What follows belongs to an exercise in optimizing a design on an open flow for small area, a short achievable clock period and few clock cycles per item; a production flow would make more cautious choices.
At most, simulation tests tie the RTL to the original design; equivalence was not proved.
Only the layout flow was run in runs 5 and 6; the RTL was not checked for function there.

===== design/flow/config.mk =====
export PLATFORM = sky130hd
export DESIGN_NAME = PointMultiplier
export DESIGN_NICKNAME = PointMultiplier
export VERILOG_FILES = /design/flow/design.v
export SDC_FILE = /design/flow/constraint.sdc
export NUM_CORES = 4
export LEC_CHECK = 0
export CAP_MARGIN = 20
export CORE_MARGIN = 2
export CORE_UTILIZATION = 55
export SETUP_SLACK_MARGIN = 3
export SLEW_MARGIN = 20

===== design/flow/constraint.sdc =====
create_clock -name core_clock -period 8.0 [get_ports {clk}]
set_input_delay 1.6000 -clock core_clock [delete_from_list [all_inputs] [get_ports {clk}]]
set_output_delay 1.6000 -clock core_clock [all_outputs]
set_load 0.01 [all_outputs]

===== design/flow/design.v =====
module Squarer(a, b);	
	input [6:0] a;
	output [6:0] b;
	assign b[0] = a[0];
	assign b[1] = a[4];
	assign b[2] = a[4] ^ a[1];
	assign b[3] = a[5];
	assign b[4] = a[5] ^ a[2];
	assign b[5] = a[6];
	assign b[6] = a[6] ^ a[3];
endmodule 
module Mastrovito7(a, b, c);
	input [6:0] a, b;
	output [6:0] c;
	assign c[0] = (a[0] & b[0]) ^ (a[1] & b[6]) ^ (a[2] & b[5]) ^ (a[3] & b[4]) ^ (a[4] & b[3]) ^ (a[5] & b[2]) ^ (a[6] & b[1]);
	assign c[1] = (a[0] & b[1]) ^ (a[1] & b[0]) ^ (a[1] & b[6]) ^ (a[2] & b[5]) ^ (a[2] & b[6]) ^ (a[3] & b[4]) ^ (a[3] & b[5]) ^ (a[4] & b[3]) ^ (a[4] & b[4]) ^ (a[5] & b[2]) ^ (a[5] & b[3]) ^ (a[6] & b[1]) ^ (a[6] & b[2]);
	assign c[2] = (a[0] & b[2]) ^ (a[1] & b[1]) ^ (a[2] & b[0]) ^ (a[2] & b[6]) ^ (a[3] & b[5]) ^ (a[3] & b[6]) ^ (a[4] & b[4]) ^ (a[4] & b[5]) ^ (a[5] & b[3]) ^ (a[5] & b[4]) ^ (a[6] & b[2]) ^ (a[6] & b[3]);
	assign c[3] = (a[0] & b[3]) ^ (a[1] & b[2]) ^ (a[2] & b[1]) ^ (a[3] & b[0]) ^ (a[3] & b[6]) ^ (a[4] & b[5]) ^ (a[4] & b[6]) ^ (a[5] & b[4]) ^ (a[5] & b[5]) ^ (a[6] & b[3]) ^ (a[6] & b[4]);
	assign c[4] = (a[0] & b[4]) ^ (a[1] & b[3]) ^ (a[2] & b[2]) ^ (a[3] & b[1]) ^ (a[4] & b[0]) ^ (a[4] & b[6]) ^ (a[5] & b[5]) ^ (a[5] & b[6]) ^ (a[6] & b[4]) ^ (a[6] & b[5]);
	assign c[5] = (a[0] & b[5]) ^ (a[1] & b[4]) ^ (a[2] & b[3]) ^ (a[3] & b[2]) ^ (a[4] & b[1]) ^ (a[5] & b[0]) ^ (a[5] & b[6]) ^ (a[6] & b[5]) ^ (a[6] & b[6]);
	assign c[6] = (a[0] & b[6]) ^ (a[1] & b[5]) ^ (a[2] & b[4]) ^ (a[3] & b[3]) ^ (a[4] & b[2]) ^ (a[5] & b[1]) ^ (a[6] & b[0]) ^ (a[6] & b[6]);
endmodule
module MastrovitoL7(a, b, c);
	input [6:0] a, b;
	output [6:0] c;
	assign c[0] = 1'b0;
	assign c[1] = (a[0] & b[1]) ^ (a[0] & b[4]) ^ (a[1] & b[0]) ^ (a[1] & b[3]) ^ (a[1] & b[6]) ^ (a[2] & b[2]) ^ (a[2] & b[5]) ^ (a[2] & b[6]) ^ (a[3] & b[1]) ^ (a[3] & b[4]) ^ (a[3] & b[5]) ^ (a[4] & b[0]) ^ (a[4] & b[3]) ^ (a[4] & b[4]) ^ (a[4] & b[6]) ^ (a[5] & b[2]) ^ (a[5] & b[3]) ^ (a[5] & b[5]) ^ (a[5] & b[6]) ^ (a[6] & b[1]) ^ (a[6] & b[2]) ^ (a[6] & b[4]) ^ (a[6] & b[5]);
	assign c[2] = (a[0] & b[1]) ^ (a[0] & b[2]) ^ (a[0] & b[4]) ^ (a[1] & b[0]) ^ (a[1] & b[1]) ^ (a[1] & b[3]) ^ (a[1] & b[6]) ^ (a[2] & b[0]) ^ (a[2] & b[2]) ^ (a[2] & b[5]) ^ (a[3] & b[1]) ^ (a[3] & b[4]) ^ (a[3] & b[6]) ^ (a[4] & b[0]) ^ (a[4] & b[3]) ^ (a[4] & b[5]) ^ (a[4] & b[6]) ^ (a[5] & b[2]) ^ (a[5] & b[4]) ^ (a[5] & b[5]) ^ (a[5] & b[6]) ^ (a[6] & b[1]) ^ (a[6] & b[3]) ^ (a[6] & b[4]) ^ (a[6] & b[5]);
	assign c[3] = (a[0] & b[3]) ^ (a[0] & b[5]) ^ (a[1] & b[2]) ^ (a[1] & b[4]) ^ (a[2] & b[1]) ^ (a[2] & b[3]) ^ (a[3] & b[0]) ^ (a[3] & b[2]) ^ (a[3] & b[6]) ^ (a[4] & b[1]) ^ (a[4] & b[5]) ^ (a[4] & b[6]) ^ (a[5] & b[0]) ^ (a[5] & b[4]) ^ (a[5] & b[5]) ^ (a[5] & b[6]) ^ (a[6] & b[3]) ^ (a[6] & b[4]) ^ (a[6] & b[5]) ^ (a[6] & b[6]);
	assign c[4] = (a[0] & b[2]) ^ (a[0] & b[4]) ^ (a[0] & b[5]) ^ (a[1] & b[1]) ^ (a[1] & b[3]) ^ (a[1] & b[4]) ^ (a[2] & b[0]) ^ (a[2] & b[2]) ^ (a[2] & b[3]) ^ (a[2] & b[6]) ^ (a[3] & b[1]) ^ (a[3] & b[2]) ^ (a[3] & b[5]) ^ (a[3] & b[6]) ^ (a[4] & b[0]) ^ (a[4] & b[1]) ^ (a[4] & b[4]) ^ (a[4] & b[5]) ^ (a[4] & b[6]) ^ (a[5] & b[0]) ^ (a[5] & b[3]) ^ (a[5] & b[4]) ^ (a[5] & b[5]) ^ (a[6] & b[2]) ^ (a[6] & b[3]) ^ (a[6] & b[4]) ^ (a[6] & b[6]);
	assign c[5] = (a[0] & b[5]) ^ (a[0] & b[6]) ^ (a[1] & b[4]) ^ (a[1] & b[5]) ^ (a[2] & b[3]) ^ (a[2] & b[4]) ^ (a[3] & b[2]) ^ (a[3] & b[3]) ^ (a[4] & b[1]) ^ (a[4] & b[2]) ^ (a[5] & b[0]) ^ (a[5] & b[1]) ^ (a[5] & b[6]) ^ (a[6] & b[0]) ^ (a[6] & b[5]);
	assign c[6] = (a[0] & b[3]) ^ (a[1] & b[2]) ^ (a[2] & b[1]) ^ (a[3] & b[0]) ^ (a[3] & b[6]) ^ (a[4] & b[5]) ^ (a[4] & b[6]) ^ (a[5] & b[4]) ^ (a[5] & b[5]) ^ (a[6] & b[3]) ^ (a[6] & b[4]);
endmodule
module Inverse(a, b);
	input [6:0] a;
	output reg [6:0] b;
	always @(*) begin
		case (a)
			7'd0: b = 7'd0;
			7'd1: b = 7'd1;
			7'd2: b = 7'd65;
			7'd3: b = 7'd126;
			7'd4: b = 7'd97;
			7'd5: b = 7'd42;
			7'd6: b = 7'd63;
			7'd7: b = 7'd54;
			7'd8: b = 7'd113;
			7'd9: b = 7'd18;
			7'd10: b = 7'd21;
			7'd11: b = 7'd74;
			7'd12: b = 7'd94;
			7'd13: b = 7'd79;
			7'd14: b = 7'd27;
			7'd15: b = 7'd103;
			7'd16: b = 7'd121;
			7'd17: b = 7'd92;
			7'd18: b = 7'd9;
			7'd19: b = 7'd112;
			7'd20: b = 7'd75;
			7'd21: b = 7'd10;
			7'd22: b = 7'd37;
			7'd23: b = 7'd68;
			7'd24: b = 7'd47;
			7'd25: b = 7'd35;
			7'd26: b = 7'd102;
			7'd27: b = 7'd14;
			7'd28: b = 7'd76;
			7'd29: b = 7'd71;
			7'd30: b = 7'd114;
			7'd31: b = 7'd110;
			7'd32: b = 7'd125;
			7'd33: b = 7'd91;
			7'd34: b = 7'd46;
			7'd35: b = 7'd25;
			7'd36: b = 7'd69;
			7'd37: b = 7'd22;
			7'd38: b = 7'd56;
			7'd39: b = 7'd61;
			7'd40: b = 7'd100;
			7'd41: b = 7'd119;
			7'd42: b = 7'd5;
			7'd43: b = 7'd96;
			7'd44: b = 7'd83;
			7'd45: b = 7'd123;
			7'd46: b = 7'd34;
			7'd47: b = 7'd24;
			7'd48: b = 7'd86;
			7'd49: b = 7'd116;
			7'd50: b = 7'd80;
			7'd51: b = 7'd52;
			7'd52: b = 7'd51;
			7'd53: b = 7'd81;
			7'd54: b = 7'd7;
			7'd55: b = 7'd62;
			7'd56: b = 7'd38;
			7'd57: b = 7'd60;
			7'd58: b = 7'd98;
			7'd59: b = 7'd73;
			7'd60: b = 7'd57;
			7'd61: b = 7'd39;
			7'd62: b = 7'd55;
			7'd63: b = 7'd6;
			7'd64: b = 7'd127;
			7'd65: b = 7'd2;
			7'd66: b = 7'd108;
			7'd67: b = 7'd84;
			7'd68: b = 7'd23;
			7'd69: b = 7'd36;
			7'd70: b = 7'd77;
			7'd71: b = 7'd29;
			7'd72: b = 7'd99;
			7'd73: b = 7'd59;
			7'd74: b = 7'd11;
			7'd75: b = 7'd20;
			7'd76: b = 7'd28;
			7'd77: b = 7'd70;
			7'd78: b = 7'd95;
			7'd79: b = 7'd13;
			7'd80: b = 7'd50;
			7'd81: b = 7'd53;
			7'd82: b = 7'd122;
			7'd83: b = 7'd44;
			7'd84: b = 7'd67;
			7'd85: b = 7'd109;
			7'd86: b = 7'd48;
			7'd87: b = 7'd117;
			7'd88: b = 7'd104;
			7'd89: b = 7'd107;
			7'd90: b = 7'd124;
			7'd91: b = 7'd33;
			7'd92: b = 7'd17;
			7'd93: b = 7'd120;
			7'd94: b = 7'd12;
			7'd95: b = 7'd78;
			7'd96: b = 7'd43;
			7'd97: b = 7'd4;
			7'd98: b = 7'd58;
			7'd99: b = 7'd72;
			7'd100: b = 7'd40;
			7'd101: b = 7'd118;
			7'd102: b = 7'd26;
			7'd103: b = 7'd15;
			7'd104: b = 7'd88;
			7'd105: b = 7'd106;
			7'd106: b = 7'd105;
			7'd107: b = 7'd89;
			7'd108: b = 7'd66;
			7'd109: b = 7'd85;
			7'd110: b = 7'd31;
			7'd111: b = 7'd115;
			7'd112: b = 7'd19;
			7'd113: b = 7'd8;
			7'd114: b = 7'd30;
			7'd115: b = 7'd111;
			7'd116: b = 7'd49;
			7'd117: b = 7'd87;
			7'd118: b = 7'd101;
			7'd119: b = 7'd41;
			7'd120: b = 7'd93;
			7'd121: b = 7'd16;
			7'd122: b = 7'd82;
			7'd123: b = 7'd45;
			7'd124: b = 7'd90;
			7'd125: b = 7'd32;
			7'd126: b = 7'd3;
			7'd127: b = 7'd64;
			default: b = 7'd0;
		endcase
	end
endmodule
module PointAdder(point1, point2, den_inv, dbl, add, sum, x3_q, x3_e);
	input [13:0] point1;
	input [13:0] point2;
	input [6:0] den_inv;
	input dbl, add;
	output [13:0] sum;
	output [6:0] x3_q, x3_e;
	wire [6:0] x1 = point1[6:0];
	wire [6:0] y1 = point1[13:7];
	wire [6:0] x2 = point2[6:0];
	wire [6:0] y2 = point2[13:7];
	wire [6:0] num = y1 ^ (y2 & {7{add}});
	wire [6:0] c = x1 & {7{dbl}};
	wire [6:0] q, c_sq, out;
	Mastrovito7 mult2(num, den_inv, q);
	wire [6:0] slope = q ^ c;
	Squarer square(slope, c_sq);
	wire [6:0] point3x = c_sq ^ slope ^ 7'b1 ^ ((x1 ^ x2) & {7{add}});
	assign x3_q = point3x;
	assign x3_e = 7'b0;
	Mastrovito7 mult(slope, x1 ^ point3x, out);
	wire [6:0] point3y = out ^ point3x ^ y1;
	assign sum = (den_inv == 7'd0) ? 14'b0 : {point3y, point3x};
endmodule
module PointMultiplier(point, scalar, clk, start, result, done);
	input [13:0] point;
	input [6:0] scalar;
	input clk, start;
	output [13:0] result;
	output reg done;
	reg [13:0] cur;
	reg [13:0] acc;
	reg [6:0] ks;
	reg ph;
	reg accz;
	reg dbl;
	reg add;
	reg [6:0] invd;
	wire add_now = ks[0] & ~ph;           
	wire real_add = add_now & ~accz;      
	wire triv = add_now & accz;           
	wire last = (ks[6:1] == 6'b0);
	wire acc_zero = (acc == 14'b0);
	wire [13:0] unit_out;
	wire [6:0] x3_q, x3_e;
	PointAdder unit(cur, acc, invd, dbl, add, unit_out, x3_q, x3_e);
	assign result = acc;
	wire accz_n = ~triv & acc_zero;
	wire ks1_n = real_add ? ks[0] : ks[1];
	wire dbl_n = ~(ks1_n & ~real_add & ~accz_n);
	wire [6:0] den_add = accz ? cur[6:0] : acc[6:0];
	wire [6:0] den_n = real_add ? cur[6:0] : (x3_q ^ (x3_e ^ (den_add & {7{~dbl_n}})));
	wire [6:0] invd_n;
	Inverse inv_next(start ? point[6:0] : den_n, invd_n);
	always @(posedge clk) begin
		invd <= invd_n;
		if (start) begin
			cur <= point;
			ks <= scalar;
			ph <= 1'b0;
			accz <= 1'b1;
			dbl <= 1'b1;
			add <= 1'b0;
		end else begin
			ph <= real_add;
			accz <= accz_n;
			dbl <= dbl_n;
			add <= ~dbl_n;
			if (!real_add) begin
				cur <= unit_out;
				ks <= ks >> 1;
			end
		end
	end
	always @(posedge clk) begin
		if (start) begin
			acc <= 14'b0;
			done <= 1'b0;
		end else if (!done) begin
			if (ks == 7'b0) begin
				done <= 1'b1;
			end else begin
				if (triv) acc <= cur;
				if (real_add) acc <= unit_out;
				if ((add_now & last) | (~real_add & (cur[6:0] == 7'b0)))
					done <= 1'b1;
			end
		end
	end
endmodule

===== design/flow/flow/run.sh =====
#!/bin/bash
# Layout flow: the standard flow, except that the synthesis's final
# technology mapping (ABC) runs flow/abc.script (Yosys's default ABC script
# for a liberty library, with a relaxed delay target for area recovery)
# instead of ORFS's abc_speed/abc_area script, and the half/full-adder
# extraction is off (this design is XOR logic, not arithmetic).
# Everything before ABC (and so every register, its name and cell) is
# the standard synthesis (synth_recipe.tcl); everything after synthesis
# is standard.sh, with the port buffers that global placement inserts made
# of buf_1 cells (ORFS's BUFFER_PORTS_ARGS) instead of the resizer's pick,
# clkdlybuf4s50_1; repair_design and repair_timing still resize them.
# Logs: synth.log, layout.log.
set -euo pipefail
W=$(pwd)
export MY_ABC_D=$(cat "$W/flow/abc_d.txt" 2>/dev/null || echo 4000)
export MY_ABC_SCRIPT="$W/flow/abc.script"
make -C "$FLOW_HOME" DESIGN_CONFIG="$W/config.mk" WORK_HOME="$W/orfs" CLKGATE_MAP_FILE= \
  SYNTH_SCRIPT="$W/flow/my_synth.tcl" ADDER_MAP_FILE= synth > "$W/synth.log" 2>&1
export BUFFER_PORTS_ARGS="-buffer_cell sky130_fd_sc_hd__buf_1"
bash "$W/standard.sh" > "$W/layout.log" 2>&1

===== design/flow/flow/abc.script =====
strash; &get -n; &fraig -x; &put; dc2; strash; &get -n; &dch -f; &nf -R 20 {D}; &put

===== design/flow/flow/abc_d.txt =====
4000

===== design/flow/flow/my_synth.tcl =====
proc synth {args} { yosys synth -nofsm -noshare {*}$args }
# Same synthesis as synth_recipe.tcl, but the final technology mapping uses
# Yosys's default ABC script with the delay target from MY_ABC_D (ps).
proc abc {args} {
  set keep {}
  set i 0
  while {$i < [llength $args]} {
    set a [lindex $args $i]
    if {$a eq "-script" || $a eq "-D"} {
      incr i 2
      continue
    }
    lappend keep $a
    incr i
  }
  if {[info exists ::env(MY_ABC_SCRIPT)] && $::env(MY_ABC_SCRIPT) ne ""} {
    lappend keep -script $::env(MY_ABC_SCRIPT)
  }
  yosys abc {*}$keep -D [expr {[info exists ::env(MY_ABC_D)] ? $::env(MY_ABC_D) : 4000}]
}
source $::env(SCRIPTS_DIR)/synth.tcl
# left out here: clear keep_hierarchy, flatten, clean up, hide names made inside functions, write 1_2_yosys.v

===== design/flow/standard.sh =====
#!/bin/bash
# synth_recipe.tcl (not shown) runs the flow's synth.tcl, then flattens the netlist and writes it again
# the make line also repeats each setting of config.mk as NAME=value (left out here)
make -C /OpenROAD-flow-scripts/flow DESIGN_CONFIG=/design/flow/config.mk WORK_HOME=/design/flow/orfs CLKGATE_MAP_FILE= SYNTH_SCRIPT=/design/flow/synth_recipe.tcl "${@:-finish}"

==> results of run 1 <==
==> per-layer routing <==
| metal | share of wire, % | global-route usage [%] | vias to the layer above | wire length [µm] |
|---|---|---|---|---|
| li1 | - | - | 2691 | - |
| met1 | 40 | 43.3 | 2619 | 6820 |
| met2 | 47 | 55.1 | 320 | 8000 |
| met3 | 8.6 | 5.27 | 50 | 1450 |
| met4 | 3.5 | 14.7 | 0 | 597 |
| met5 | 0 | 0 | - | 0 |
==> what timing repair did <==
action / 4_1_cts / 5_1_grt
hold buffers: 0 / 0
gates resized for setup: 7 / 14
endpoints found under the hold margin: 0 / 0
setup buffers: 0 / 1
endpoints found under the setup margin: 21 / 17
pin swaps: 0 / 2
==> final timing paths <==
path                              start      end  slack, ps  cells past startpoint
worst max-delay path            cur[13]  invd[5]       3330                     19
worst min-delay path             acc[8]   acc[8]        530                      2
worst max register to register  cur[13]  invd[5]       3330                     19
worst min register to register   acc[8]   acc[8]        530                      2
==> sequential cells by signal, indices dropped and copies added (netlist names) <==
| register | count |
|---|---|
| ph | 1 |
| cur | 14 |
| done | 1 |
| dbl | 1 |
| add | 1 |
| acc | 14 |
| accz | 1 |
| invd | 7 |
| ks | 7 |
==> final cells by class <==
type,count,share of cell area [%]
repair buffers,50,4.11
well taps,111,2.40
inverters,14,0.909
multi-input cells,651,70.7
flip-flops and latches,47,20.0
clock buffers,6,1.62
clock inverters,2,0.303
==> tightest hold or removal path: cells and delay by family, from the launching register on <==
kind,cells,cell delay (ps)
simple gates,1,70
flops,1,360
compound gates,1,50
==> layout by cell type, fill, tap and decap left out, types with 3 or more instances in the layout <==
| cell | count |
|---|---|
| a211oi_1 | 10 |
| a21o_1 | 7 |
| a21oi_1 | 61 |
| a221oi_1 | 15 |
| a311oi_1 | 5 |
| a31oi_1 | 7 |
| and3_1 | 3 |
| buf_1 | 36 |
| buf_4 | 13 |
| clkbuf_8 | 5 |
| clkinv_1 | 14 |
| dfxtp_1 | 25 |
| edfxtp_1 | 21 |
| mux2_1 | 6 |
| mux2i_1 | 6 |
| nand2_1 | 79 |
| nand2b_1 | 15 |
| nand3_1 | 63 |
| nor2_1 | 100 |
| nor2b_1 | 12 |
| nor3_1 | 10 |
| nor4_1 | 5 |
| o211ai_1 | 4 |
| o21ai_0 | 48 |
| o22ai_1 | 6 |
| o311ai_0 | 3 |
| o31a_1 | 4 |
| o31ai_1 | 5 |
| xnor2_1 | 104 |
| xnor2_2 | 8 |
| xor2_1 | 32 |
| xor2_2 | 3 |
==> cell families after synthesis <==
logic type | share of synthesized area (%)
compound gates | 23.8
xor+xnor | 25.1
buf+inv | 1.02
simple gates | 25.4
flops | 22.3
mux | 2.47
==> through the flow <==
stage                     cells
final                       881
after global routing        881
after CTS                   880
after detailed placement    872
after global placement      872
after floorplan             712
==> results.json, run 1 <==
{
  "yosysSeqAreaShare_pct": 22.3,
  "synth-main-ff-cell": "dfxtp_1",
  "slew_violations": 0,
  "cp-end-kind": "flop",
  "clk_pin_slew_ps": 120,
  "grt_pass1_wl_um": 27200,
  "fin_crit_ps": 4670,
  "vias": 5680,
  "num_io_pins": 38,
  "final_area_mm2": 0.00578,
  "worstPathRequired_ps": 8170,
  "timing.hold.ws_ps": 525,
  "fillCellCount": 851,
  "path_cells": "and3_1, nor3_1, xor2_1, xnor2_1, xnor2_1, buf_4, xnor2_1, xnor2_1, xor2_1, nor2_1, o31a_1, buf_4, nand2_1, a21oi_1, a21oi_1, o21ai_0, o21ai_0, a211oi_1, a31oi_1",
  "yosys-top-cells-area": "xnor2_1, edfxtp_1, dfxtp_1",
  "critPathLaunchType": "flop",
  "grt_max_degree": 38,
  "hold_path.class": "flop to flop",
  "skew_ps": 24.1,
  "drive_above_1_share_pct": 5.45,
  "finalCritPeriodShare_pct": 58.3,
  "clk_latency_ps": 330,
  "postLayoutCoreUtil_pct": 62.9,
  "clk_path_buf_depth": 2,
  "path_buf_inv": 2,
  "drt-total-wl_um": 16900,
  "wl_per_cell_um": 19.1,
  "syn_nets": 735,
  "fp.dieH_um": 101,
  "cap_violations": 0,
  "cpMostUsedCell": "xnor2_1",
  "fp.dieW_um": 101,
  "hold_viol": 0,
  "dp_slack_ps": 2450,
  "antenna_found_initial": 0,
  "drtPass1Iterations": 5,
  "worstSetupPathType": "flop to flop",
  "area_growth_pct": 11.9,
  "ys_ff_latch": 47,
  "slowest_stage": "edfxtp_1",
  "critPathMaxFanout": 37,
  "numCtsBuffers": 5,
  "clock_sinks": 47,
  "tns_ps": 0,
  "arrival_ps": 4840,
  "grt_util_all_layers_pct": 33.5,
  "start_util_pct": 56.2,
  "worst_pin_slew_ps": 1090,
  "synth_top_cells_by_count": "xnor2_1, nor2_1, nand2_1",
  "root_buffer": "clkbuf_8",
  "die-area_mm2": 0.0102,
  "finalWorstSetupSlack_ps": 3330,
  "timing.fmax_mhz": 214,
  "seq_area_mm2": 0.00115,
  "rsz0062_at_grt": "no",
  "synthArstFlopShare_pct": 0,
  "final_antenna_net_count": 0,
  "synth_most_common_cell": "xnor2_1",
  "status": "timing/DRC/antenna clean",
  "syn-cell-area_mm2": 0.00517,
  "path_delay_family": "XOR/XNOR gates",
  "place.gp.congestion": 0.996,
  "route.detailed.drc": 0,
  "routed_via_density": 6.45,
  "drt_iter0_markers": 430,
  "cts_tree": "yes",
  "slew_headroom_pct": 27.6,
  "htreeDepth": 2,
  "synth_area_leader_cell": "xnor2_1",
  "synth_top_area_share_pct": 19.0,
  "final-setup-viol-count": 0,
  "multi_input_area_mm2": 0.00409,
  "synth_cells": 712,
  "dpl.hpwl_um": 12200,
  "yosysWarnings": 2,
  "first_global_vias": 5445,
  "fin_nets": 792,
  "n_antenna_cell": 0,
  "synth_edf_count": 21,
  "avgSynthCellArea_um2": 7.26,
  "num_rows": 35,
  "synth.distinct_cells": 44,
  "core_area_mm2": 0.00920,
  "place_area_mm2": 0.00555,
  "place.port_buffers": 37,
  "max_stage_delay_ps": 540,
  "grt_overflow_total": 0
}
Testbench counts, summed over its fixed seeds: cycles 3,246, items 384.
==> inputs of run 2 (changes only) <==
--- a/design/flow/config.mk
+++ b/design/flow/config.mk
@@ -9,3 +9,3 @@
 export CORE_MARGIN = 2
-export CORE_UTILIZATION = 55
+export CORE_UTILIZATION = 60
 export SETUP_SLACK_MARGIN = 3
==> run 2 against run 1 <==
Via count up 3.6%. Critical endpoint is now acc[8]. Design area grew 0.32%. First-iteration DRC count up 60%. Flip-flop and latch count did not move.
==> results.json, run 2 <==
{
  "grt_pass1_wl_um": 28000,
  "yosysWarnings": 2,
  "grt_util_all_layers_pct": 36.1,
  "num_io_pins": 38,
  "rsz0062_at_grt": "yes",
  "synth-main-ff-cell": "dfxtp_1",
  "cts_tree": "yes",
  "root_buffer": "clkbuf_8",
  "slew_headroom_pct": 25.0,
  "place.port_buffers": 37,
  "final_cells": 872,
  "synth_most_common_cell": "xnor2_1",
  "drt_iter0_markers": 690,
  "layout_commonest_cell": "nor2_1",
  "synth_top_cells_by_count": "xnor2_1, nor2_1, nand2_1",
  "ys_ff_latch": 47,
  "hold_path.class": "flop to flop",
  "fin_crit_ps": 4830,
  "grt_overflow_total": 0,
  "skew_ps": 13.4,
  "dpl.hpwl_um": 12400,
  "postCtsHoldBufs": 0,
  "synth_cells": 712,
  "synth_edf_count": 21,
  "multi_input_area_mm2": 0.00415,
  "first_global_vias": 5460,
  "top_layer": "met4",
  "wl_met2_um": 7940,
  "syn-cell-area_mm2": 0.00517,
  "synth_area_leader_cell": "xnor2_1",
  "vias": 5885,
  "syn_nets": 735,
  "final_cell_mix": "nor2_1, xnor2_1, nand2_1",
  "clock_sinks": 47,
  "hold_viol": 0,
  "fin_nets": 789,
  "start_util_pct": 62.3,
  "path_delay_family": "XOR/XNOR gates",
  "cpMostUsedCell": "xnor2_1",
  "final-setup-viol-count": 0,
  "critPathMaxFanout": 10,
  "finalCritPeriodShare_pct": 60.3,
  "worst_pin_slew_ps": 1120,
  "antenna_found_initial": 0,
  "yosys-top-cells-area": "xnor2_1, edfxtp_1, dfxtp_1",
  "clk_latency_ps": 320,
  "route.detailed.drc": 0,
  "worstSetupPathType": "flop to flop",
  "drive_above_1_share_pct": 5.87,
  "fp.dieH_um": 96.8,
  "arrival_ps": 5080,
  "status": "timing/DRC/antenna clean",
  "synth.distinct_cells": 44,
  "path_buf_inv": 0,
  "path_cells": "xor2_2, nand3_1, xor2_1, xnor2_1, xnor2_1, xnor2_2, xnor2_1, xnor2_2, xor2_1, nor2_1, xnor2_1, xnor2_1, xnor2_1, a21oi_1, o21ai_0, a221o_1, a21oi_1",
  "worstPathRequired_ps": 8250,
  "routed_via_density": 6.75,
  "cp-end-kind": "flop",
  "largestRegisters": "acc: 14 flops, cur: 14 flops",
  "place.gp.congestion": 1.04,
  "seq_area_mm2": 0.00115,
  "die-area_mm2": 0.00937,
  "clk_pin_slew_ps": 100,
  "critPathLaunchType": "flop",
  "htreeDepth": 2,
  "drtPass1Iterations": 6,
  "max_stage_delay_ps": 570,
  "final_antenna_net_count": 0,
  "dp_slack_ps": 2220,
  "area_growth_pct": 12.3,
  "fillCellCount": 654,
  "finalWorstSetupSlack_ps": 3170,
  "fp.dieW_um": 96.8,
  "timing.fmax_mhz": 207,
  "grt_max_degree": 48,
  "n_antenna_cell": 0,
  "route.met3.wl_um": 2010,
  "numCtsBuffers": 5,
  "synthArstFlopShare_pct": 0,
  "cap_violations": 0,
  "dp.cells": 864,
  "synth_top_area_share_pct": 19.0,
  "timing.hold.ws_ps": 546,
  "wl_met1_um": 6600,
  "yosysSeqAreaShare_pct": 22.3,
  "slowest_stage": "xnor2_2",
  "clk_path_buf_depth": 2,
  "core_area_mm2": 0.00830,
  "postLayoutCoreUtil_pct": 69.9,
  "slew_violations": 0,
  "avgSynthCellArea_um2": 7.26,
  "drt-total-wl_um": 17400,
  "tns_ps": 0,
  "wl_per_cell_um": 20.0,
  "num_rows": 33
}
[run 2: through the flow]
| step | cell area (µm²) |
|---|---|
| floorplan | 5170 |
| global placement | 5520 |
| detailed placement | 5520 |
| CTS | 5690 |
| global route | 5800 |
| finish | 5800 |
[run 2: layout make-up]
type | instances | area share (%)
multi-input cells | 651 | 71.6
flip-flops and latches | 47 | 19.9
repair buffers | 47 | 3.71
well taps | 105 | 2.26
clock buffers | 5 | 1.19
inverters | 14 | 0.906
clock inverters | 3 | 0.410
[run 2: kinds of logic after synthesis]
logic type | synth area share, %
buf+inv | 1.02
xor+xnor | 25.1
flops | 22.3
simple gates | 25.4
compound gates | 23.8
mux | 2.47
[run 2: final timing paths]
kind                              start     end  slack, ps  cells after the start
worst max-delay path            invd[6]  acc[8]       3170                     17
worst min-delay path             acc[8]  acc[8]        550                      2
worst max register to register  invd[6]  acc[8]       3170                     17
worst min register to register   acc[8]  acc[8]        550                      2
[run 2: worst register-to-register path, delay by kind of cell (launching register included)]
kind / cells / cell delay [ps]
XOR/XNOR: 11 / 3210
AO/OA/AOI/OAI: 4 / 740
AND/OR/NAND/NOR: 2 / 270
flip-flops: 1 / 540
[run 2: metal layers]
| metal | vias to the layer above | global-route usage, % |
|---|---|---|
| met1 | 2664 | 47.8 |
| met2 | 446 | 58.5 |
| met3 | 88 | 5.13 |
| met4 | 0 | 16.0 |
| met5 | - | 0 |
| li1 | 2687 | - |
[run 2: what timing repair did]
action,in CTS,in global routing
setup buffers,0,0
endpoints found under the setup margin,21,21
resized for setup,12,17
pin swaps,0,1
==> inputs of run 3 (changes only) <==
==> design/flow/flow/abc.script (replaced) <==
strash; &get -n; &fraig -x; &put; dc2; strash; &get -n; &dch -f; &nf -R 50 {D}; &put
--- a/design/flow/config.mk
+++ b/design/flow/config.mk
@@ -9,3 +9,3 @@
 export CORE_MARGIN = 2
-export CORE_UTILIZATION = 60
+export CORE_UTILIZATION = 55
 export SETUP_SLACK_MARGIN = 3
==> run 3 against run 2 <==
Still clean on timing, DRC and antenna. Design area is 2.3% higher. Register-to-register slack worse by 40 ps. Utilization is 4.8 points lower. Synthesized area is 1.5% lower. Largest cell class unchanged.
==> results.json, run 3 <==
{
  "status": "timing/DRC/antenna clean",
  "routed_via_density": 6.43,
  "synth_top_cells_by_count": "nand2_1, xnor2_1, nor2_1",
  "skew_ps": 15.6,
  "grt_max_degree": 40,
  "synthMuxAreaShare_pct": 2.73,
  "synthArstFlopShare_pct": 0,
  "ys_ff_latch": 47,
  "core_area_mm2": 0.00911,
  "place.gp.congestion": 0.996,
  "drt_iter0_markers": 583,
  "first_global_vias": 5166,
  "num_io_pins": 38,
  "avgSynthCellArea_um2": 7.20,
  "num_rows": 35,
  "timing.fmax_mhz": 206,
  "critPathLaunchType": "flop",
  "clk_pin_slew_ps": 100,
  "grt_pass1_wl_um": 26800,
  "critPathMaxFanout": 15,
  "final_area_mm2": 0.00593,
  "synth_most_common_cell": "nand2_1",
  "route.detailed.drc": 0,
  "start_util_pct": 55.9,
  "syn-cell-area_mm2": 0.00509,
  "ff2ff_path_depth": 18,
  "drt-total-wl_um": 17400,
  "root_buffer": "clkbuf_8",
  "synth-simple-area-share_pct": 23.9,
  "synth_top_family_by_area": "XOR/XNOR gates",
  "synth-main-ff-cell": "dfxtp_1",
  "worst_pin_slew_ps": 1050,
  "finalCritPeriodShare_pct": 60.8,
  "grt_util_all_layers_pct": 33.5,
  "hold_path.class": "flop to flop",
  "synth_top_area_share_pct": 21.2,
  "worstSetupPathType": "flop to flop",
  "wl_per_cell_um": 19.8,
  "slew_headroom_pct": 30.3,
  "arrival_ps": 5070,
  "hold_viol": 0,
  "clock_sinks": 47,
  "hold_depth": 2,
  "path_cells": "nand2_1, xnor2_4, nand2_1, xnor2_1, xnor2_1, xnor2_1, xor2_2, xnor2_1, xnor2_2, or3_1, nand3_1, nand2_2, nand2_1, nand2_1, a221o_1, a21oi_1, a21oi_1, mux2_1",
  "antenna_found_initial": 0,
  "die-area_mm2": 0.0100,
  "synth_edf_count": 21,
  "worstPathRequired_ps": 8210,
  "r2r_slack_ps": 3130,
  "grt_overflow_total": 0,
  "syn_nets": 730,
  "max_stage_delay_ps": 460,
  "final-setup-viol-count": 0,
  "layout_commonest_cell": "nand2_1",
  "slowest_stage": "dfxtp_4",
  "dpl.hpwl_um": 12000,
  "numCtsBuffers": 5,
  "n_antenna_cell": 0,
  "vias": 5662,
  "final_cell_mix": "nand2_1, xnor2_1, nor2_1",
  "yosysWarnings": 2,
  "fp.dieH_um": 100,
  "tns_ps": 0,
  "slew_violations": 0,
  "drive_above_1_share_pct": 7.92,
  "drtPass1Iterations": 6,
  "clk_latency_ps": 320,
  "fin_crit_ps": 4870,
  "finalWorstSetupSlack_ps": 3130,
  "rsz0062_at_grt": "yes",
  "synth_cells": 707,
  "synth_area_leader_cell": "xnor2_1",
  "yosysSeqAreaShare_pct": 22.6,
  "cp-end-kind": "flop",
  "place.port_buffers": 37,
  "cap_violations": 0,
  "place_area_mm2": 0.00544,
  "largestRegisters": "acc: 14 flops, cur: 14 flops",
  "final_cells": 881,
  "dp.cells": 864,
  "synthAdderAreaFrac_pct": 0,
  "yosys-top-cells-area": "xnor2_1, edfxtp_1, nand2_1",
  "synth-compound-area-share_pct": 22.7,
  "fp.dieW_um": 100,
  "cts_tree": "yes",
  "dp_slack_ps": 1990,
  "synth_xor_area_share_pct": 27.0,
  "clk_path_buf_depth": 2,
  "htreeDepth": 2,
  "synth.distinct_cells": 42,
  "final_antenna_net_count": 0,
  "area_growth_pct": 16.6,
  "fin_nets": 792
}
-- run 3: path summary, 6_finish.rpt --
| kind | startpoint | endpoint |
|---|---|---|
| setup reg to reg | add | invd[3] |
| hold reg to reg | acc[10] | acc[10] |
| hold / removal | acc[10] | acc[10] |
| setup / recovery | add | invd[3] |
-- run 3: layout make-up --
type	count	area, µm²
fillers	794	3180
inverters	15	56.3
clock buffers	6	72.6
well taps	111	139
repair buffers	55	275
clock inverters	2	60.1
multi-input cells	645	4180
flip-flops and latches	47	1150
-- run 3: timing repair --
item,in CTS,in global routing
hold buffers,0,0
pin swaps,0,5
gates resized for setup,21,24
endpoints found under the hold margin,0,0
endpoints found under the setup margin,21,17
setup buffers,0,9
-- run 3: logic make-up (layout without fill, tap and decap cells) --
kind of cell    after synthesis  in the layout
simple gates                290            290
flops                        47             47
xor+xnor                    157            157
mux                          13             13
compound gates              185            185
buf+inv                      15             78
-- run 3: critical path, delay by kind of cell, from the launching register on --
family	cells	cell delay, ps
compound gates	3	540
xor+xnor	7	1830
flops	1	460
mux	1	300
simple gates	7	1650
-- run 3: through the flow --
step                hold slack [ps]  utilization [%]
global route                    586             65.1
global placement                539             59.8
detailed placement              544             59.8
finish                          560             65.1
floorplan                       529                -
CTS                             560             62.6
-- run 3: routing by layer --
layer	share of wire, %	up-vias	GRT usage, %
met5	0	-	0
met4	4.4	0	13.6
met3	9.0	73	4.18
met2	47	366	54.8
met1	40	2618	44.9
li1	-	2605	-
==> inputs of run 4 (changes only) <==
==> design/flow/flow/abc.script (replaced) <==
strash; &get -n; &fraig -x; &put; dc2; strash; &get -n; &dch -f; &nf -R 20 {D}; &put; &get -n; &dch -f; &nf -R 20 {D}; &put
==> run 4 against run 3 <==
Still clean. Design area is 2.0% lower. Worst setup slack better by 96 ps. Flip-flop and latch count stayed put. Die area is 1.7% higher. Maximum frequency is 2.0% higher. Utilization is 1.9 points lower. Synthesized cell count is 1.4% higher. Worst hold slack worse by 14 ps. Largest cell class unchanged.
==> results.json, run 4 <==
{
  "yosysWarnings": 2,
  "core_area_mm2": 0.00920,
  "final_cell_mix": "nand2_1, xnor2_1, nor2_1",
  "path_cells": "and3_1, nor4b_1, xor2_1, xnor2_1, xnor2_1, xnor2_2, buf_4, xnor2_2, xnor2_2, mux2i_1, a21boi_2, nor2_1, nand2_1, nand2_1, nor2_1, nor3_1, nor3_1, a31oi_1, mux2i_1",
  "skew_ps": 14.2,
  "synth-compound-area-share_pct": 23.9,
  "clk_latency_ps": 310,
  "postCtsHoldBufs": 0,
  "clock_sinks": 47,
  "synth_most_common_cell": "xnor2_1",
  "routed_via_density": 6.74,
  "fp.dieH_um": 101,
  "grt_max_degree": 47,
  "postLayoutCoreUtil_pct": 63.3,
  "fillCellCount": 787,
  "ys_ff_latch": 47,
  "yosys-top-cells-area": "xnor2_1, edfxtp_1, dfxtp_1",
  "path_buf_inv": 1,
  "drt_iter0_markers": 683,
  "yosysSeqAreaShare_pct": 22.2,
  "synth_edf_count": 21,
  "largestRegisters": "acc: 14 flops, cur: 14 flops",
  "max_stage_delay_ps": 550,
  "area_growth_pct": 12.3,
  "slew_violations": 0,
  "timing.hold.ws_ps": 546,
  "dp_slack_ps": 2180,
  "place_area_mm2": 0.00556,
  "critPathMaxFanout": 7,
  "synth_top_area_share_pct": 17.8,
  "synth_xor_area_share_pct": 24.7,
  "synth_top_family_by_area": "simple AND/OR/NAND/NOR gates",
  "fp.dieW_um": 101,
  "n_antenna_cell": 0,
  "avgSynthCellArea_um2": 7.22,
  "root_buffer": "clkbuf_8",
  "fin_nets": 798,
  "finalCritPeriodShare_pct": 59.6,
  "synth-main-ff-cell": "dfxtp_1",
  "drtPass1Iterations": 6,
  "cts_tree": "yes",
  "synth_cells": 717,
  "drive_above_1_share_pct": 6.44,
  "synth_top_cells_by_count": "xnor2_1, nand2_1, nor2_1",
  "synthArstFlopShare_pct": 0,
  "critPathLaunchType": "flop",
  "path_delay_family": "simple AND/OR/NAND/NOR gates",
  "cap_violations": 0,
  "cpMostUsedCell": "xnor2_2",
  "vias": 5974,
  "place.port_buffers": 37,
  "num_io_pins": 38,
  "final_cells": 887,
  "route.detailed.drc": 0,
  "status": "timing/DRC/antenna clean",
  "place.gp.congestion": 0.993,
  "synthMuxAreaShare_pct": 3.04,
  "clk_path_buf_depth": 2,
  "antenna_found_initial": 0,
  "synthAdderAreaFrac_pct": 0,
  "dp.cells": 876,
  "syn-cell-area_mm2": 0.00518,
  "tns_ps": 0,
  "syn_nets": 740,
  "dpl.hpwl_um": 13000,
  "final_area_mm2": 0.00582,
  "grt_util_all_layers_pct": 35.0,
  "first_global_vias": 5618,
  "final-setup-viol-count": 0,
  "synth.distinct_cells": 42,
  "worstPathRequired_ps": 8230,
  "layout_commonest_cell": "nand2_1",
  "wl_per_cell_um": 20.1,
  "worst_pin_slew_ps": 928,
  "num_rows": 35,
  "cp-end-kind": "flop",
  "worstSetupPathType": "flop to flop",
  "numCtsBuffers": 5,
  "fin_crit_ps": 4770,
  "synth_area_leader_cell": "xnor2_1",
  "rsz0062_at_grt": "no",
  "drt-total-wl_um": 17800,
  "finalWorstSetupSlack_ps": 3230,
  "timing.fmax_mhz": 210,
  "grt_pass1_wl_um": 28500,
  "grt_overflow_total": 0,
  "die-area_mm2": 0.0102,
  "hold_path.class": "flop to flop",
  "slowest_stage": "edfxtp_1",
  "hold_viol": 0,
  "htreeDepth": 2,
  "synth-simple-area-share_pct": 25.2,
  "start_util_pct": 56.3,
  "final_antenna_net_count": 0,
  "clk_pin_slew_ps": 110,
  "slew_headroom_pct": 38.1,
  "arrival_ps": 5000
}
==> run 4: changes by cell type after synthesis, sizes merged, moves of 6 or more <==
cell,delta
nand3,+46
nand2,-37
xnor2,-18
nor3,+9
o211ai,+8
o22ai,+7
xor2,+7
a21o,+6
==> run 4: worst paths after layout <==
path | start | depth (start not counted) | to | slack [ps]
setup / recovery | cur[13] | 19 | invd[0] | 3230
hold / removal | done | 2 | done | 550
setup reg to reg | cur[13] | 19 | invd[0] | 3230
hold reg to reg | done | 2 | done | 550
==> run 4: worst reg2reg max path, stage by stage, from the launching register on <==
cell,delay (ps)
edfxtp_1,550
and3_1,290
nor4b_1,340
xor2_1,220
xnor2_1,110
xnor2_1,260
xnor2_2,90
buf_4,160
xnor2_2,180
xnor2_2,330
mux2i_1,200
a21boi_2,340
nor2_1,150
nand2_1,300
nand2_1,180
nor2_1,370
nor3_1,100
nor3_1,260
a31oi_1,110
mux2i_1,160
==> run 4: logic make-up (layout without fill, tap and decap cells) <==
logic type	after synthesis	after routing
AND/OR/NAND/NOR	298	298
XOR/XNOR	146	146
AO/OA/AOI/OAI	198	198
flip-flops	47	47
multiplexers	15	15
buffers and inverters	13	72
==> run 4: layer usage <==
layer,share of wire (%),track usage [%],routed length (µm)
met3,10,4.85,1770
met1,38,43.6,6740
met5,0,0,0
met2,47,59.2,8350
met4,5.2,17.6,931
==> run 4: layout make-up <==
class | count | area [µm²] | area share, %
clock buffer | 5 | 68.8 | 1.18
inverter | 13 | 48.8 | 0.839
tap | 111 | 139 | 2.39
timing repair buffer | 51 | 245 | 4.22
multi-input combinational | 657 | 4140 | 71.1
clock inverter | 3 | 25.0 | 0.430
sequential | 47 | 1150 | 19.9
==> run 4: repair_timing <==
| action | in CTS | in global routing |
|---|---|---|
| gates resized for setup | 9 | 19 |
| buffers inserted | 0 | 3 |
| pin swaps | 0 | 1 |
| setup endpoints to repair | 20 | 18 |
| gates cloned | 0 | 0 |
==> inputs of run 5 (changes only) <==
--- a/design/flow/design.v
+++ b/design/flow/design.v
@@ -170,3 +170,3 @@
 endmodule
-module PointAdder(point1, point2, den_inv, dbl, add, sum, x3_q, x3_e);
+module PointAdder(point1, point2, den_inv, dbl, add, sum, sum_raw);
 	input [13:0] point1;
@@ -176,3 +176,3 @@
 	output [13:0] sum;
-	output [6:0] x3_q, x3_e;
+	output [13:0] sum_raw;
 	wire [6:0] x1 = point1[6:0];
@@ -188,7 +188,6 @@
 	wire [6:0] point3x = c_sq ^ slope ^ 7'b1 ^ ((x1 ^ x2) & {7{add}});
-	assign x3_q = point3x;
-	assign x3_e = 7'b0;
 	Mastrovito7 mult(slope, x1 ^ point3x, out);
 	wire [6:0] point3y = out ^ point3x ^ y1;
-	assign sum = (den_inv == 7'd0) ? 14'b0 : {point3y, point3x};
+	assign sum_raw = {point3y, point3x};
+	assign sum = (den_inv == 7'd0) ? 14'b0 : sum_raw;
 endmodule
@@ -212,6 +211,6 @@
 	wire last = (ks[6:1] == 6'b0);
+	wire dbl_last = ~ks[0] & ~ph & accz & ks[1] & (ks[6:2] == 5'b0);
 	wire acc_zero = (acc == 14'b0);
-	wire [13:0] unit_out;
-	wire [6:0] x3_q, x3_e;
-	PointAdder unit(cur, acc, invd, dbl, add, unit_out, x3_q, x3_e);
+	wire [13:0] unit_out, unit_raw;
+	PointAdder unit(cur, acc, invd, dbl, add, unit_out, unit_raw);
 	assign result = acc;
@@ -221,3 +220,3 @@
 	wire [6:0] den_add = accz ? cur[6:0] : acc[6:0];
-	wire [6:0] den_n = real_add ? cur[6:0] : (x3_q ^ (x3_e ^ (den_add & {7{~dbl_n}})));
+	wire [6:0] den_n = real_add ? cur[6:0] : (unit_raw[6:0] ^ (den_add & {7{~dbl_n}}));
 	wire [6:0] invd_n;
@@ -239,3 +238,3 @@
 			if (!real_add) begin
-				cur <= unit_out;
+				cur <= unit_raw;
 				ks <= ks >> 1;
@@ -253,4 +252,4 @@
 				if (triv) acc <= cur;
-				if (real_add) acc <= unit_out;
-				if ((add_now & last) | (~real_add & (cur[6:0] == 7'b0)))
+				if (real_add | dbl_last) acc <= unit_out;
+				if ((add_now & last) | dbl_last | (~real_add & (cur[6:0] == 7'b0)))
 					done <= 1'b1;
==> design/flow/flow/abc.script (replaced) <==
strash; &get -n; &fraig -x; &put; dc2; strash; &get -n; &dch -f; &nf -R 20 {D}; &put
==> run 5 against run 4 <==
Still clean on timing, DRC and antenna. Synthesized cell count fell by 6.3%. Wire length is 2.8% lower. Register-to-register slack better by 20 ps. Die area fell by 0.84%. First-iteration DRC count fell by 22%. Maximum frequency rose by 0.40%. Clock-buffer cell count increased by 1. Utilization shrank 0.86 points. Sequential share of layout area increased by 0.37 points. Final cell count down 5.3%. Critical path type unchanged. Largest cell class unchanged.
==> results.json, run 5 <==
{
  "cpMostUsedCell": "xnor2_1",
  "num_rows": 35,
  "path_delay_family": "compound AO/OA/AOI/OAI gates",
  "final_cell_mix": "xnor2_1, nand2_1, nor2_1",
  "fin_nets": 751,
  "reg2reg_to": "invd[4]",
  "grt_util_all_layers_pct": 34.3,
  "yosys-top-cells-area": "xnor2_1, edfxtp_1, dfxtp_1",
  "grt_pass1_wl_um": 27300,
  "synthAdderAreaFrac_pct": 0,
  "cp-end-kind": "flop",
  "r2r_slack_ps": 3250,
  "synth_xor_area_share_pct": 27.9,
  "slowest_stage": "o21ai_0",
  "synth-main-ff-cell": "dfxtp_1",
  "drt-total-wl_um": 17300,
  "grt_max_degree": 51,
  "critPathLaunchType": "flop",
  "synth_area_leader_cell": "xnor2_1",
  "vias": 5625,
  "drive_above_1_share_pct": 5.35,
  "die-area_mm2": 0.0101,
  "worstSetupPathType": "flop to flop",
  "synth_most_common_cell": "xnor2_1",
  "syn_nets": 695,
  "worst_pin_slew_ps": 959,
  "seq_area_mm2": 0.00115,
  "path_cells": "and3_1, nor3b_1, xnor2_1, xnor2_1, xnor3_2, xnor2_2, xnor2_2, xnor2_1, o21ai_4, o21ai_0, a21oi_1, a311oi_1, o32ai_1, a21oi_1",
  "core_area_mm2": 0.00915,
  "fp.dieW_um": 101,
  "place.port_buffers": 37,
  "worstPathRequired_ps": 8210,
  "fillCellCount": 839,
  "synthArstFlopShare_pct": 0,
  "place_area_mm2": 0.00551,
  "cts_tree": "yes",
  "rsz0062_at_grt": "yes",
  "syn-cell-area_mm2": 0.00513,
  "synth_cells": 672,
  "place.gp.congestion": 0.979,
  "tns_ps": 0,
  "status": "timing/DRC/antenna clean",
  "postCtsHoldBufs": 0,
  "fin_crit_ps": 4750,
  "largestRegisters": "acc: 14 flops, cur: 14 flops",
  "clk_latency_ps": 310,
  "synth_top_area_share_pct": 20.1,
  "num_io_pins": 38,
  "htreeDepth": 2,
  "crit_end": "invd[4]",
  "final_area_mm2": 0.00571,
  "antenna_found_initial": 0,
  "clock_sinks": 47,
  "start_util_pct": 56.1,
  "final_antenna_net_count": 0,
  "synth_top_cells_by_count": "xnor2_1, nand2_1, nor2_1",
  "hold_path.class": "flop to flop",
  "routed_via_density": 6.70,
  "crit_start": "cur[13]",
  "path_depth": 14,
  "finalCritPeriodShare_pct": 59.4,
  "synth.distinct_cells": 43,
  "arrival_ps": 4960,
  "slew_headroom_pct": 36.0,
  "clk_path_buf_depth": 2,
  "synth_edf_count": 21,
  "dpl.hpwl_um": 12500,
  "drt_iter0_markers": 536,
  "hold_viol": 0,
  "skew_ps": 9.47,
  "avgSynthCellArea_um2": 7.64,
  "timing.fmax_mhz": 210,
  "drtPass1Iterations": 5,
  "layout_commonest_cell": "xnor2_1",
  "wl_per_cell_um": 20.6,
  "synthMuxAreaShare_pct": 5.29,
  "fp.dieH_um": 101,
  "r2r-start": "cur[13]",
  "area_growth_pct": 11.2,
  "synth_top_family_by_area": "XOR/XNOR gates",
  "yosysWarnings": 2,
  "ff2ff_path_depth": 14,
  "n_antenna_cell": 0,
  "grt_overflow_total": 0,
  "ys_ff_latch": 47,
  "cap_violations": 0,
  "critPathMaxFanout": 16,
  "clk_pin_slew_ps": 100,
  "path_buf_inv": 0,
  "route.detailed.drc": 0,
  "final-setup-viol-count": 0,
  "first_global_vias": 5139,
  "synth-compound-area-share_pct": 20.9,
  "root_buffer": "clkbuf_8",
  "slew_violations": 0,
  "multi_input_area_mm2": 0.00407,
  "yosysSeqAreaShare_pct": 22.4,
  "synth-simple-area-share_pct": 23.0,
  "numCtsBuffers": 5,
  "max_stage_delay_ps": 650
}
## run 5: routing by layer
metal	track usage (%)	wire, µm	vias to the layer above
met5	0	0	-
met4	14.9	729	0
met3	4.37	1670	74
met2	55.3	8010	365
met1	46.0	6880	2610
li1	-	-	2576
## run 5: worst min-delay path, delay by kind of cell (launching register included)
family	cells	cell delay, ps
flip-flops	1	340
AO/OA/AOI/OAI	2	180
## run 5: timing repair
action | CTS | global route
gates resized for setup | 9 | 13
setup buffers | 0 | 0
setup endpoints to repair | 21 | 21
pin swaps | 0 | 1
## run 5: layout make-up
| cell class | instances | share of cell area (%) |
|---|---|---|
| tap | 111 | 2.43 |
| multi-input combinational | 618 | 71.3 |
| sequential | 47 | 20.2 |
| clock buffer | 6 | 1.27 |
| timing repair buffer | 49 | 4.03 |
| inverter | 7 | 0.460 |
| clock inverter | 2 | 0.285 |
## run 5: how the worst min path moves through the flow
stage / startpoint / to / slack (ps) / cells past startpoint
after floorplan: ks[1] / dbl / 530 / 1
after global placement: done / done / 530 / 2
after detailed placement: done / done / 540 / 2
after CTS: done / done / 560 / 2
after global routing: ks[2] / ks[1] / 600 / 1
final: done / done / 560 / 2
## run 5: cell families (layout without fill, tap and decap cells)
| family | Yosys count | in the layout |
|---|---|---|
| DFF | 47 | 47 |
| and+or+nand+nor | 266 | 266 |
| xor gates and xnor gates | 157 | 157 |
| buffers and inverters | 7 | 64 |
| AOI/OAI and AO/OA | 170 | 170 |
| muxes | 25 | 25 |
## run 5: through the flow
stage	hold WS [ps]	worst slack [ps]	instances	util [%]
after detailed placement	541	1940	832	60.2
after global routing	597	2990	840	62.4
after global placement	530	2150	832	60.2
after floorplan	528	3240	672	-
final	558	3250	840	62.4
after CTS	562	3010	840	61.6
==> inputs of run 6 (changes only) <==
--- a/design/flow/config.mk
+++ b/design/flow/config.mk
@@ -10,2 +10,3 @@
 export CORE_UTILIZATION = 55
+export PLACE_DENSITY = 0.7
 export SETUP_SLACK_MARGIN = 3
==> run 6 against run 5 <==
Maximum frequency is 2.0% lower. Flip-flop and latch count stayed put. Clock skew is 15 ps higher. Global-route usage is 0.28 points higher. Wire length is 0.27% lower. Final cell count is 0.12% higher. Sequential share of layout area hardly changed. Synthesized cell count stayed put. Synthesized area stayed put.
==> results.json, run 6 <==
{
  "avgSynthCellArea_um2": 7.64,
  "yosysWarnings": 2,
  "path_buf_inv": 0,
  "status": "timing/DRC/antenna clean",
  "synth_top_family_by_area": "XOR/XNOR gates",
  "synth.distinct_cells": 43,
  "vias": 5570,
  "grt_pass1_wl_um": 27500,
  "syn-cell-area_mm2": 0.00513,
  "synthArstFlopShare_pct": 0,
  "cts_tree": "yes",
  "cpMostUsedCell": "xnor2_1",
  "synth_edf_count": 21,
  "fillCellCount": 828,
  "crit_start": "cur[13]",
  "place.port_buffers": 37,
  "reg2reg_to": "invd[6]",
  "hold_path.class": "flop to flop",
  "yosysSeqAreaShare_pct": 22.4,
  "timing.fmax_mhz": 206,
  "tns_ps": 0,
  "path_depth": 16,
  "synth_area_leader_cell": "xnor2_1",
  "postCtsHoldBufs": 0,
  "root_buffer": "clkbuf_8",
  "clk_pin_slew_ps": 110,
  "critPathLaunchType": "flop",
  "place.gp.congestion": 1.04,
  "path_cells": "and3_1, nor3b_1, xnor2_1, xnor2_1, xnor3_2, xnor2_2, xnor2_2, xnor2_1, o21a_2, nor2_1, o21ai_1, a21oi_1, a311oi_1, nor3_1, a311oi_1, a21oi_1",
  "drt_iter0_markers": 444,
  "area_growth_pct": 11.6,
  "cp-end-kind": "flop",
  "synth_top_cells_by_count": "xnor2_1, nand2_1, nor2_1",
  "max_stage_delay_ps": 510,
  "synth_cells": 672,
  "worstSetupPathType": "flop to flop",
  "grt_util_all_layers_pct": 34.5,
  "synth-main-ff-cell": "dfxtp_1",
  "hold_viol": 0,
  "critPathMaxFanout": 11,
  "fin_nets": 752,
  "first_global_vias": 5354,
  "skew_ps": 24.0,
  "arrival_ps": 5050,
  "r2r-start": "cur[13]",
  "drtPass1Iterations": 5,
  "die-area_mm2": 0.0101,
  "worstPathRequired_ps": 8200,
  "cap_violations": 0,
  "syn_nets": 695,
  "routed_via_density": 6.62,
  "clk_path_buf_depth": 2,
  "grt_overflow_total": 0,
  "slowest_stage": "edfxtp_1",
  "synth-simple-area-share_pct": 23.0,
  "synth_most_common_cell": "xnor2_1",
  "seq_area_mm2": 0.00116,
  "rsz0062_at_grt": "yes",
  "worst_pin_slew_ps": 914,
  "layout_commonest_cell": "xnor2_1",
  "path_delay_family": "XOR/XNOR gates",
  "clk_latency_ps": 310,
  "min_from": "ks[5]",
  "core_area_mm2": 0.00915,
  "synthMuxAreaShare_pct": 5.29,
  "multi_input_area_mm2": 0.00408,
  "antenna_found_initial": 0,
  "slew_headroom_pct": 38.7,
  "route.detailed.drc": 0,
  "fin_crit_ps": 4850,
  "finalCritPeriodShare_pct": 60.6,
  "dpl.hpwl_um": 12500,
  "fp.dieW_um": 101,
  "final-setup-viol-count": 0,
  "ys_ff_latch": 47,
  "timing.hold.ws_ps": 575,
  "clock_sinks": 47,
  "drt-total-wl_um": 17200,
  "drive_above_1_share_pct": 6.30,
  "wl_per_cell_um": 20.5,
  "crit_end": "invd[6]",
  "r2r_slack_ps": 3150,
  "synth-compound-area-share_pct": 20.9,
  "ff2ff_path_depth": 16,
  "final_cell_mix": "xnor2_1, nand2_1, nor2_1",
  "synth_top_area_share_pct": 20.1,
  "start_util_pct": 56.1,
  "n_antenna_cell": 0,
  "yosys-top-cells-area": "xnor2_1, edfxtp_1, dfxtp_1",
  "num_io_pins": 38,
  "final_antenna_net_count": 0,
  "largestRegisters": "acc: 14 flops, cur: 14 flops",
  "slew_violations": 0,
  "grt_max_degree": 51,
  "fp.dieH_um": 101,
  "num_rows": 35,
  "numCtsBuffers": 5,
  "synthAdderAreaFrac_pct": 0,
  "synth_xor_area_share_pct": 27.9,
  "htreeDepth": 2
}
## run 6: changes by cell type in the layout (fill, tap and decap cells not counted), sizes merged
cell,previous run,this run
inv,1,0
clkinv,7,8
buf,48,49
## run 6: kinds of logic after synthesis
kind of cell,after synthesis
simple gates,266
compound gates,170
flops,47
xor+xnor,157
mux,25
buf+inv,7
## run 6: layer usage
| metal | routed length [µm] | vias up | track usage [%] |
|---|---|---|---|
| met5 | 0 | - | 0 |
| met4 | 790 | 0 | 18.7 |
| met3 | 1460 | 63 | 4.65 |
| met2 | 8260 | 309 | 57.0 |
| met1 | 6730 | 2626 | 43.6 |
| li1 | - | 2572 | - |
## run 6: worst min-delay path by stage
stage | endpoint | slack (ps) | cells past startpoint
global route | ks[1] | 610 | 1
detailed placement | done | 550 | 2
global placement | done | 530 | 2
CTS | done | 580 | 2
finish | ks[4] | 570 | 1
floorplan | dbl | 530 | 1
## run 6: final cells by class
cell class	instances	area share [%]
multi-input combinational	618	71.3
sequential	47	20.2
timing repair buffer	50	4.15
tap	111	2.42
clock buffer	6	1.27
inverter	7	0.459
clock inverter	2	0.218
## run 6: through the flow
step	utilization, %	cells	cell area (µm²)	setup slack (ps)
after floorplan	-	672	5140	3240
after global placement	60.0	830	5490	2100
after detailed placement	60.0	830	5490	1980
after CTS	61.6	838	5640	2990
after global routing	62.6	841	5730	2990
final	62.6	841	5730	3150
## run 6: what timing repair did
item                                    4_1_cts  5_1_grt
pin swaps                                     0        1
gates resized for setup                      14       16
setup buffers                                 0        3
endpoints found under the setup margin       21       21
==> inputs of run 7 (changes only) <==
--- a/design/flow/design.v
+++ b/design/flow/design.v
@@ -203,3 +203,2 @@
 	reg ph;
-	reg accz;
 	reg dbl;
@@ -207,8 +206,8 @@
 	reg [6:0] invd;
+	wire acc_zero = (acc == 14'b0);
 	wire add_now = ks[0] & ~ph;           
-	wire real_add = add_now & ~accz;      
-	wire triv = add_now & accz;           
+	wire real_add = add_now & ~acc_zero;  
+	wire triv = add_now & acc_zero;       
 	wire last = (ks[6:1] == 6'b0);
-	wire dbl_last = ~ks[0] & ~ph & accz & ks[1] & (ks[6:2] == 5'b0);
-	wire acc_zero = (acc == 14'b0);
+	wire dbl_last = ~ks[0] & ~ph & acc_zero & ks[1] & (ks[6:2] == 5'b0);
 	wire [13:0] unit_out, unit_raw;
@@ -219,3 +218,3 @@
 	wire dbl_n = ~(ks1_n & ~real_add & ~accz_n);
-	wire [6:0] den_add = accz ? cur[6:0] : acc[6:0];
+	wire [6:0] den_add = acc_zero ? cur[6:0] : acc[6:0];
 	wire [6:0] den_n = real_add ? cur[6:0] : (unit_raw[6:0] ^ (den_add & {7{~dbl_n}}));
@@ -229,3 +228,2 @@
 			ph <= 1'b0;
-			accz <= 1'b1;
 			dbl <= 1'b1;
@@ -234,3 +232,2 @@
 			ph <= real_add;
-			accz <= accz_n;
 			dbl <= dbl_n;
--- a/design/flow/config.mk
+++ b/design/flow/config.mk
@@ -10,3 +10,2 @@
 export CORE_UTILIZATION = 55
-export PLACE_DENSITY = 0.7
 export SETUP_SLACK_MARGIN = 3
==> run 7 against run 6 <==
Still clean on timing, DRC and antenna. Wire length fell by 1.7%. Clock skew fell by 13 ps. Die area fell by 0.95%. Sequential share of layout area fell by 0.28 points. Worst hold slack got worse by 8.6 ps. Worst setup slack improved by 11 ps. Critical path type unchanged.
==> results.json, run 7 <==
{
  "avgSynthCellArea_um2": 7.25,
  "final_cells": 871,
  "drtPass1Iterations": 5,
  "wl_per_cell_um": 19.5,
  "antenna_found_initial": 0,
  "final_antenna_net_count": 0,
  "final_cell_mix": "nand2_1, xnor2_1, nor2_1",
  "max_stage_delay_ps": 510,
  "drt_iter0_markers": 583,
  "grt_overflow_total": 0,
  "cts_tree": "yes",
  "vias": 5669,
  "cp-end-kind": "flop",
  "slew_headroom_pct": 37.3,
  "place_area_mm2": 0.00546,
  "htreeDepth": 2,
  "worstSetupPathType": "flop to flop",
  "place.gp.congestion": 1.06,
  "critPathLaunchType": "flop",
  "slowest_stage": "xnor2_1",
  "first_global_vias": 5229,
  "yosysWarnings": 2,
  "synth_most_common_cell": "nand2_1",
  "routed_via_density": 6.51,
  "path_cells": "xnor2_1, nor3_1, xnor2_1, xnor3_1, xnor3_1, xnor2_1, xnor3_2, xor2_1, mux2i_1, o21ai_4, nand2_1, nand2_1, nand2_1, a21oi_1, nor3_1, nor3_1, nor3_1, a31oi_1",
  "drive_above_1_share_pct": 5.39,
  "slew_violations": 0,
  "clk_path_buf_depth": 2,
  "clock_sinks": 46,
  "synthArstFlopShare_pct": 0,
  "dpl.hpwl_um": 12500,
  "layout_commonest_cell": "nand2_1",
  "final-setup-viol-count": 0,
  "fillCellCount": 842,
  "cpMostUsedCell": "nor3_1",
  "synth_cells": 701,
  "arrival_ps": 5020,
  "clk_pin_slew_ps": 100,
  "finalCritPeriodShare_pct": 60.5,
  "num_io_pins": 38,
  "final_area_mm2": 0.00569,
  "core_area_mm2": 0.00911,
  "numCtsBuffers": 5,
  "tns_ps": 0,
  "yosys-top-cells-area": "xnor2_1, edfxtp_1, dfxtp_1",
  "start_util_pct": 55.8,
  "synth-main-ff-cell": "dfxtp_1",
  "fin_crit_ps": 4840,
  "grt_util_all_layers_pct": 34.0,
  "fp.dieH_um": 100,
  "syn_nets": 724,
  "hold_viol": 0,
  "synth_edf_count": 21,
  "synth_area_leader_cell": "xnor2_1",
  "synth.distinct_cells": 45,
  "dp.cells": 861,
  "status": "timing/DRC/antenna clean",
  "grt_max_degree": 50,
  "place.port_buffers": 37,
  "die-area_mm2": 0.0100,
  "syn-cell-area_mm2": 0.00508,
  "fin_nets": 782,
  "postLayoutCoreUtil_pct": 62.5,
  "route.detailed.drc": 0,
  "rsz0062_at_grt": "yes",
  "ys_ff_latch": 46,
  "path_buf_inv": 0,
  "timing.fmax_mhz": 207,
  "skew_ps": 11.3,
  "synth_top_area_share_pct": 19.3,
  "clk_latency_ps": 310,
  "path_delay_family": "XOR/XNOR gates",
  "n_antenna_cell": 0,
  "drt-total-wl_um": 16900,
  "largestRegisters": "acc: 14 flops, cur: 14 flops",
  "root_buffer": "clkbuf_8",
  "grt_pass1_wl_um": 27100,
  "num_rows": 35,
  "cap_violations": 0,
  "worstPathRequired_ps": 8180,
  "worst_pin_slew_ps": 938,
  "area_growth_pct": 12.0,
  "critPathMaxFanout": 12,
  "synth_top_cells_by_count": "nand2_1, xnor2_1, nor2_1",
  "fp.dieW_um": 100,
  "yosysSeqAreaShare_pct": 22.3,
  "hold_path.class": "flop to flop"
}
[run 7: repair_timing]
item | 4_1_cts | 5_1_grt
buffers inserted | 0 | 2
resized for setup | 9 | 15
pin swaps | 0 | 2
endpoints found under the setup margin | 18 | 18
hold buffers | 0 | 0
[run 7: logic make-up (layout without fill, tap and decap cells)]
logic type | after synthesis | count (layout) | synth area share, %
and+or+nand+nor | 302 | 302 | 25.0
AOI/OAI and AO/OA | 180 | 180 | 22.5
xor gates and xnor gates | 153 | 153 | 27.4
DFF | 46 | 46 | 22.3
muxes | 10 | 10 | 2.12
buffers and inverters | 10 | 69 | 0.739
[run 7: per-stage QoR]
stage	worst slack [ps]	hold slack, ps
after floorplan	3030	519
after global placement	1600	540
after detailed placement	1770	550
after CTS	3070	575
after global routing	2990	585
final	3160	566
[run 7: layout make-up]
type                            count  area [µm²]  area share [%]
Tap cell                          111         139            2.44
Timing Repair Buffer               51         245            4.31
Sequential cell                    46        1130            19.9
Clock inverter                      1        6.26           0.110
Clock buffer                        7        97.6            1.71
Multi-Input combinational cell    645        4030            70.8
Inverter                           10        37.5           0.659
[run 7: per-layer routing]
layer  up-vias  global-route usage (%)  wire length (µm)
li1       2619                       -                 -
met1      2571                    46.4              6710
met2       404                    55.1              7730
met3        75                    4.46              1720
met4         0                    12.5               784
met5         -                       0                 0
[run 7: path summary, 6_finish.rpt]
check,startpoint,endpoint,slack (ps),cells after the start
hold reg to reg,ks[3],ks[2],570,1
hold / removal,ks[3],ks[2],570,1
setup / recovery,invd[6],invd[5],3160,18
setup reg to reg,invd[6],invd[5],3160,18
Testbench counts of run 7, summed over its fixed seeds: cycles 3,221, items 384.

port drivers added, routing unchanged:
The flow's constraints put no driver on any port. The routed layouts listed below were extracted and timed again, unchanged, in two steps.
Step 1 assumes that a clkbuf_16 drives the clock port and a buf_2 every other input.
Step 2 adds t to the input delays and takes it off the output delays; t is the mean of the earliest and latest rising clock arrival at the registers after step 1. Input paths then give back, and output paths get back, about the clock's delay inside the block.
Three values: ideal, step 1, step 2; two values: the first two.
run	t, ns	setup slack, ns	worst setup path after step 2	cell pins on the clock port's net
run 1	0.355	3.333 / 3.333 / 3.333	register to register	1
run 2	0.353	3.172 / 3.172 / 3.172	register to register	1
run 3	0.342	3.134 / 3.134 / 3.134	register to register	1
run 4	0.338	3.230 / 3.230 / 3.230	register to register	1
run 5	0.340	3.249 / 3.249 / 3.098	input to register	1
run 6	0.335	3.152 / 3.152 / 3.018	input to register	1
run 7	0.337	3.163 / 3.163 / 3.163	register to register	1
After both steps every run listed still meets setup and hold. For run 5, which loses most, drivers alone change the setup slack by 0.000 ns; drivers and shift together by -0.151 ns.
